Background: an optimization exercise with open tools, aiming at small area. Do not read the settings as production practice. At most, simulation tests tie the RTL to the original design; equivalence was not proved.

north:
==> flow/design.v (excerpt) <==
module cordic_pipe_rtl( clock, reset, ce, angle_in, sin_out, cos_out, valid_out );
export LEC_CHECK = 0
export ABC_AREA = 1
export CAP_MARGIN = 20
export CORE_MARGIN = 2
export CORE_UTILIZATION = 60
export SLEW_MARGIN = 20
create_clock -name core_clock -period 5.0 [get_ports {clock}]
standard.sh (not shown) runs the stock make flow with config.mk's settings and CLKGATE_MAP_FILE= SYNTH_SCRIPT=/design/flow/synth_recipe.tcl, a recipe that flattens the netlist after the stock synthesis.
==> flow/flow/run.sh <==
#!/bin/bash
# Layout flow: the standard ORFS flow (standard.sh) with
#  - synthesis without the generic ABC pass that yosys's synth runs before full-adder
#    extraction (registers are unchanged; only the combinational mapping differs),
#  - a smaller clock tree: no dummy loads, clkbuf_8 leaf buffers, clusters of at most 16 sinks,
#  - buf_1 cells as the port buffers.
# Each tool's output goes to standard.log in this folder.
set -o pipefail
export SYNTH_ARGS="-noabc"
export CTS_ARGS="-sink_clustering_enable -repair_clock_nets -dont_use_dummy_load -buf_list sky130_fd_sc_hd__clkbuf_8 -sink_clustering_size 20 -sink_clustering_max_diameter 60"
export BUFFER_PORTS_ARGS="-buffer_cell sky130_fd_sc_hd__buf_1"
bash standard.sh > standard.log 2>&1
#### Input delta (south over north)
diff --git a/flow/design.v b/flow/design.v
--- a/flow/design.v
+++ b/flow/design.v
@@ -163,24 +163,24 @@
 assign cl2[11] = cl2_b11[r9[10:5]];
 wire [11:0] s3, c4;   
 add_sh_hyb6 #(6) u_s3 (.a(sl1), .b(cl2), .neg(~r9[4]), .y(s3));
 add_sh_hyb6 #(6) u_c4 (.a(cl2), .b(sl1), .neg(r9[4]), .y(c4));
 reg [11:0] rs10, rc10;
 reg [3:0] rd10;
 always @(posedge clock) if (ce) begin rs10 <= s3; rc10 <= c4; rd10 <= r9[3:0]; end
 wire [11:0] s5, c6;   
-add_sh_hybn #(7, 8) u_s5 (.a(rs10), .b(rc10), .neg(~rd10[3]), .y(s5));
-add_sh_hybn #(7, 8) u_c6 (.a(rc10), .b(rs10), .neg(rd10[3]), .y(c6));
+add_sh_hyb6 #(7) u_s5 (.a(rs10), .b(rc10), .neg(~rd10[3]), .y(s5));
+add_sh_hyb6 #(7) u_c6 (.a(rc10), .b(rs10), .neg(rd10[3]), .y(c6));
 reg [11:0] rs11, rc11;
 reg [2:0] rd11;
 always @(posedge clock) if (ce) begin rs11 <= s5; rc11 <= c6; rd11 <= rd10[2:0]; end
 wire [11:0] s7, c8;   
-add_sh_hybn #(8, 8) u_s7 (.a(rs11), .b(rc11), .neg(~rd11[2]), .y(s7));
-add_sh_hybn #(8, 8) u_c8 (.a(rc11), .b(rs11), .neg(rd11[2]), .y(c8));
+add_sh_hybn #(8, 9) u_s7 (.a(rs11), .b(rc11), .neg(~rd11[2]), .y(s7));
+add_sh_hybn #(8, 9) u_c8 (.a(rc11), .b(rs11), .neg(rd11[2]), .y(c8));
 reg [11:0] rs12, rc12;
 reg [1:0] rd12;
 always @(posedge clock) if (ce) begin rs12 <= s7; rc12 <= c8; rd12 <= rd11[1:0]; end
 wire [11:0] s9, c10;   
 add_sh_hyb6 #(9) u_s9 (.a(rs12), .b(rc12), .neg(~rd12[1]), .y(s9));
 add_sh_hyb6 #(9) u_c10 (.a(rc12), .b(rs12), .neg(rd12[1]), .y(c10));
 wire [11:0] s11, c12;   
 add_sh_hyb6 #(10) u_s11 (.a(s9), .b(c10), .neg(~rd12[0]), .y(s11));
## What came out
- south: part of the cycle the worst path needs is 1.1 points higher than what north reported.
- Looking only at fraction of area in registers, and setting everything else aside, the lower value of north and south goes to north.
- met1 routed wirelength after detailed routing of south falls short of that of north slightly.
- Looking at setup slack, south sits 56 ps lower than north does.
- Fmax: south lower than north
- Number of distinct standard cells referenced by the synthesized netlist: south < north
- Comparing north with south, the clock-pin slew on the worst setup and hold paths came out essentially unchanged.
For north, only the layout was checked, not whether the RTL still works.

static timing again, ports no longer ideal:
The results above use ideal ports. As a check the final layouts listed here were re-extracted and re-timed, cells and wires unchanged. Step 1: set_driving_cell puts a clkbuf_16 on clock and a buf_2 on each other input, an assumption about the parent block. Step 2 adds t to the input delays and takes it off the output delays; t is the mean of the earliest and latest rising clock arrival at the registers after step 1. Input paths then give back, and output paths get back, about the clock's delay inside the block. a / b / c = ideal ports / drivers / drivers and shift; a / b = the first two.
run	t, ns	setup WS [ns]	worst hold slack (ns)	worst data-port slew with drivers (ns)	pins driven straight from the clock port
north	0.599	0.175 / 0.175 / 0.175	0.338 / 0.338 / 0.338	0.03	1
south	0.572	0.119 / 0.119 / 0.119	0.400 / 0.400 / 0.400	0.03	1
After both steps setup and hold are still met in every run listed.
